Context: an optimization exercise on an open-source flow, tuned for small area and a short achievable clock period. The choices shown serve that exercise and are no tape-out recipe. In this exercise RTL edits were held to simulation tests only and were not proved equivalent to the original. Power and IR drop assume default switching activity.

Design e203_exu_alu_dpath, start of the top module:
module e203_exu_alu_dpath(
  input alu_req_alu,
  input alu_req_alu_add,
  input alu_req_alu_sub,
  input alu_req_alu_xor,
  input alu_req_alu_sll,
  input alu_req_alu_srl,
  input alu_req_alu_sra,
  input alu_req_alu_or,
  input alu_req_alu_and,
  input alu_req_alu_slt,
  input alu_req_alu_sltu,
  input alu_req_alu_lui,
  input [32-1:0] alu_req_alu_op1,
  input [32-1:0] alu_req_alu_op2,
  output [32-1:0] alu_req_alu_res,
  input bjp_req_alu,
  input [32-1:0] bjp_req_alu_op1,
  input [32-1:0] bjp_req_alu_op2,
  input bjp_req_alu_cmp_eq,
  input bjp_req_alu_cmp_ne,
  input bjp_req_alu_cmp_lt,
  input bjp_req_alu_cmp_gt,
  input bjp_req_alu_cmp_ltu,
  input bjp_req_alu_cmp_gtu,
  input bjp_req_alu_add,
  output bjp_req_alu_cmp_res,
  output [32-1:0] bjp_req_alu_add_res,
  input agu_req_alu,
  input [32-1:0] agu_req_alu_op1,
  input [32-1:0] agu_req_alu_op2,
  input agu_req_alu_swap,
  input agu_req_alu_add,
  input agu_req_alu_and,
  input agu_req_alu_or,
  input agu_req_alu_xor,
  input agu_req_alu_max,
  input agu_req_alu_min,
  input agu_req_alu_maxu,
  input agu_req_alu_minu,
  output [32-1:0] agu_req_alu_res,
  input agu_sbf_0_ena,
  input [32-1:0] agu_sbf_0_nxt,
  output [32-1:0] agu_sbf_0_r,
  input agu_sbf_1_ena,
  input [32-1:0] agu_sbf_1_nxt,
  output [32-1:0] agu_sbf_1_r,
  input clk,
  input rst_n
);
For scale: ~1,100 cells after synthesis, about 8800 um2 of cells after synthesis.
Settings: LEC_CHECK=0, CAP_MARGIN=20, CORE_MARGIN=2, CORE_UTILIZATION=40, SETUP_SLACK_MARGIN=0.8, SLEW_MARGIN=20; clock period 8.5 ns.
standard.sh (not shown) runs the stock make flow with config.mk's settings and CLKGATE_MAP_FILE= SYNTH_SCRIPT=/design/flow/synth_recipe.tcl, a recipe that flattens the netlist after the stock synthesis.
==> flow/flow/run.sh <==
#!/bin/bash
set -euo pipefail
export BUFFER_PORTS_ARGS="-buffer_cell sky130_fd_sc_hd__buf_1"
bash standard.sh > standard_flow.log 2>&1
The baseline finished clean.
Then changed:
==> flow/flow/run.sh (replaced) <==
#!/bin/bash
# Layout flow: the standard flow (standard.sh) with two changes:
#  - synthesis is the standard script (synth_recipe.tcl: same passes, flatten,
#    renames) except that ABC maps the logic with flow/abc.script;
#  - every port gets a buffer (as standard), but the plain buf_1 rather than
#    the delay cell buffer_ports picks by default.
set -euo pipefail
HERE=$(pwd)
export BUFFER_PORTS_ARGS="-buffer_cell sky130_fd_sc_hd__buf_1"
export MY_ABC_SCRIPT="$HERE/flow/abc.script"
make -C "$FLOW_HOME" DESIGN_CONFIG="$HERE/config.mk" WORK_HOME="$HERE/orfs" CLKGATE_MAP_FILE= \
  SYNTH_SCRIPT="$HERE/flow/synth.tcl" synth > "$HERE/synth_make.log" 2>&1
bash standard.sh > "$HERE/standard_flow.log" 2>&1
==> flow/flow/abc.script (new file) <==
strash
dch
map
buffer
upsize
dnsize
==> flow/flow/synth.tcl (new file) <==
# synth_recipe.tcl, with ABC's mapping script replaced by MY_ABC_SCRIPT.
proc synth {args} { yosys synth -nofsm -noshare {*}$args }
proc abc {args} {
  set i [lsearch -exact $args -script]
  if {$i >= 0 && [info exists ::env(MY_ABC_SCRIPT)]} { lset args [expr {$i + 1}] $::env(MY_ABC_SCRIPT) }
  puts "abc (own script): $args"
  yosys abc {*}$args
}
source $::env(SCRIPTS_DIR)/synth.tcl
# left out here: clear keep_hierarchy, flatten, clean up, hide names made inside functions, write 1_2_yosys.v
Worst setup slack improved by 0.18 ns.
Wire length climbs by a little under a tenth.
Clock power drops by a quarter to a third.
Then changed:
==> flow/flow/run.sh (replaced) <==
#!/bin/bash
set -euo pipefail
export BUFFER_PORTS_ARGS="-buffer_cell sky130_fd_sc_hd__buf_1"
bash standard.sh > standard_flow.log 2>&1
Settings changed: SETUP_SLACK_MARGIN 0.8 to 1.3.
removed: flow/flow/abc.script
removed: flow/flow/synth.tcl
- clock-buffer cell count came out lower by 1
- die area drops by a few percent
- wire length hardly moves
- non-clock buffer count is higher by 112
- hold slack is about the same
- core utilization increases by 10 points
- design area rises by about a fifth
- clock power went up by a quarter to a third
- via count goes down by a few percent
- area after synthesis is lower by a few percent
- worst setup slack is better by 0.18 ns
Then changed:
Settings changed: ABC_CLOCK_PERIOD_IN_PS from default to 3000, SETUP_SLACK_MARGIN 1.3 to 2.0.
What happened:
- The new run finished clean
- sequential cell count is unchanged
- cell count rises by 1.6%
- cell area increases by 7.0%
- global-route usage increases by 0.82 points
- worst setup slack got worse by 0.21 ns
- area after synthesis does not change
- total power is higher by 11%

========
the previous run:
Another version of the RTL of e203_exu_alu_dpath (not shown whole).
Size in the first run: about 1000 cells after synthesis, ~450 I/O pins, about 7800 sq um of cells after synthesis.
export LEC_CHECK = 0
export CAP_MARGIN = 20
export CORE_MARGIN = 2
export CORE_UTILIZATION = 40
export CTS_BUF_LIST = sky130_fd_sc_hd__clkbuf_4
export SETUP_SLACK_MARGIN = 1.3
export SLEW_MARGIN = 20
create_clock -name core_clock -period 8.5 [get_ports {clk}]
==> flow/flow/run.sh <==
#!/bin/bash
# Layout flow: the standard flow (standard.sh) with these changes:
#  - synthesis is the standard script (synth_recipe.tcl: same passes, then
#    flatten and renames) except for the ABC mapping scripts (see synth.tcl);
#  - every port gets a buffer, as standard, but the plain buf_1 rather than
#    the delay cell buffer_ports picks by default;
#  - extra make variables for the layout steps, if flow/make_args.txt exists
#    (e.g. letting timing repair resize cells across footprints);
#  - clock tree options from flow/cts_args.txt, if it exists.
set -euo pipefail
HERE=$(pwd)
export BUFFER_PORTS_ARGS="-buffer_cell sky130_fd_sc_hd__buf_1"
export MY_ABC_SCRIPT="$HERE/flow/abc.script"
if [[ -f "$HERE/flow/abc_sh.script" ]]; then
  # modules kept apart until the end of synthesis and mapped with abc_sh.script
  export MY_ABC_SCRIPT_SH="$HERE/flow/abc_sh.script"
  export SYNTH_KEEP_MODULES="$(cat "$HERE/flow/keep_modules.txt")"
fi
make -C "$FLOW_HOME" DESIGN_CONFIG="$HERE/config.mk" WORK_HOME="$HERE/orfs" CLKGATE_MAP_FILE= \
  SYNTH_SCRIPT="$HERE/flow/synth.tcl" synth > "$HERE/synth_make.log" 2>&1
unset SYNTH_KEEP_MODULES MY_ABC_SCRIPT MY_ABC_SCRIPT_SH
# clock tree options, if flow/cts_args.txt exists (replaces ORFS's defaults)
if [[ -f "$HERE/flow/cts_args.txt" ]]; then
  export CTS_ARGS="$(cat "$HERE/flow/cts_args.txt")"
fi
EXTRA=()
if [[ -f "$HERE/flow/make_args.txt" ]]; then
  read -r -a EXTRA < "$HERE/flow/make_args.txt"
fi
bash standard.sh "${EXTRA[@]}" finish > "$HERE/standard_flow.log" 2>&1
==> flow/flow/cts_args.txt <==
-sink_clustering_enable -repair_clock_nets -buf_list sky130_fd_sc_hd__clkbuf_4 -dont_use_dummy_load
Other scripts of this flow, unchanged in this note and not shown: flow/flow/abc.script, flow/flow/abc_sh.script, flow/flow/keep_modules.txt, flow/flow/make_args.txt, flow/flow/synth.tcl
The final layout from the previous run, which completed every stage, passed the timing, design-rule and antenna checks at the end of the flow.
The inputs of the current run differ from those of the previous run as listed below.
# the previous run
export LEC_CHECK = 0
export CAP_MARGIN = 20
export CORE_MARGIN = 2
export CORE_UTILIZATION = 40
export CTS_BUF_LIST = sky130_fd_sc_hd__clkbuf_4
export SETUP_SLACK_MARGIN = 1.3
export SLEW_MARGIN = 20
create_clock -name core_clock -period 8.5 [get_ports {clk}]
# the current run
export LEC_CHECK = 0
export CAP_MARGIN = 20
export CORE_MARGIN = 2
export CORE_UTILIZATION = 40
export CTS_BUF_LIST = sky130_fd_sc_hd__clkbuf_8
export SETUP_SLACK_MARGIN = 1.2
export SLEW_MARGIN = 20
create_clock -name core_clock -period 8.5 [get_ports {clk}]
==> flow/flow/cts_args.txt <==
-sink_clustering_enable -repair_clock_nets -buf_list sky130_fd_sc_hd__clkbuf_8 -dont_use_dummy_load
Share of total power in combinational logic delta for the current run relative to the previous run: 2.2 points lower
Summary of the current run over the previous run: wire length shrank by about 0.8%, design internal power moved up, final period utilization moved up.

separate check: timing with driven ports:
The flow's constraints put no driver on any port. The routed layouts listed below were extracted and timed again, unchanged, in two steps. Step 1 sets driving cells, clkbuf_16 on the clock port and buf_2 on the other inputs (assumed; they add their load-dependent delay and slew). Step 2 also shifts input and output timing later by t, the mid clock arrival at the registers, as if the neighbouring blocks saw the same clock. a / b / c = no drivers / after step 1 / after step 2; a / b = the first two.
run | t (ns) | setup WS [ns] | worst hold slack (ns) | worst setup path after step 2 | worst register clock-pin slew, ns
the first run of note 1 | 0.361 | 0.875 / 0.848 / 0.848 | 1.536 / 1.523 / 1.885 | input to output | 0.05 / 0.05
the second run of note 1 | 0.357 | 1.052 / 1.009 / 1.009 | 1.541 / 1.532 / 1.889 | input to output | 0.05 / 0.05
the third run of note 1 | 0.361 | 1.228 / 1.159 / 1.159 | 1.538 / 1.522 / 1.884 | input to output | 0.06 / 0.06
the fourth run of note 1 | 0.364 | 1.016 / 0.970 / 0.970 | 1.535 / 1.518 / 1.882 | input to output | 0.06 / 0.06
the previous run | 0.413 | 1.469 / 1.446 / 1.446 | 1.455 / 1.443 / 1.856 | input to output | 0.12 / 0.12
the current run | 0.363 | 1.357 / 1.334 / 1.334 | 1.519 / 1.507 / 1.870 | input to output | 0.08 / 0.08
After both steps every run listed still meets setup and hold. For the third run of note 1, which loses most, drivers alone change the setup slack by -0.069 ns; drivers and shift together by -0.069 ns.
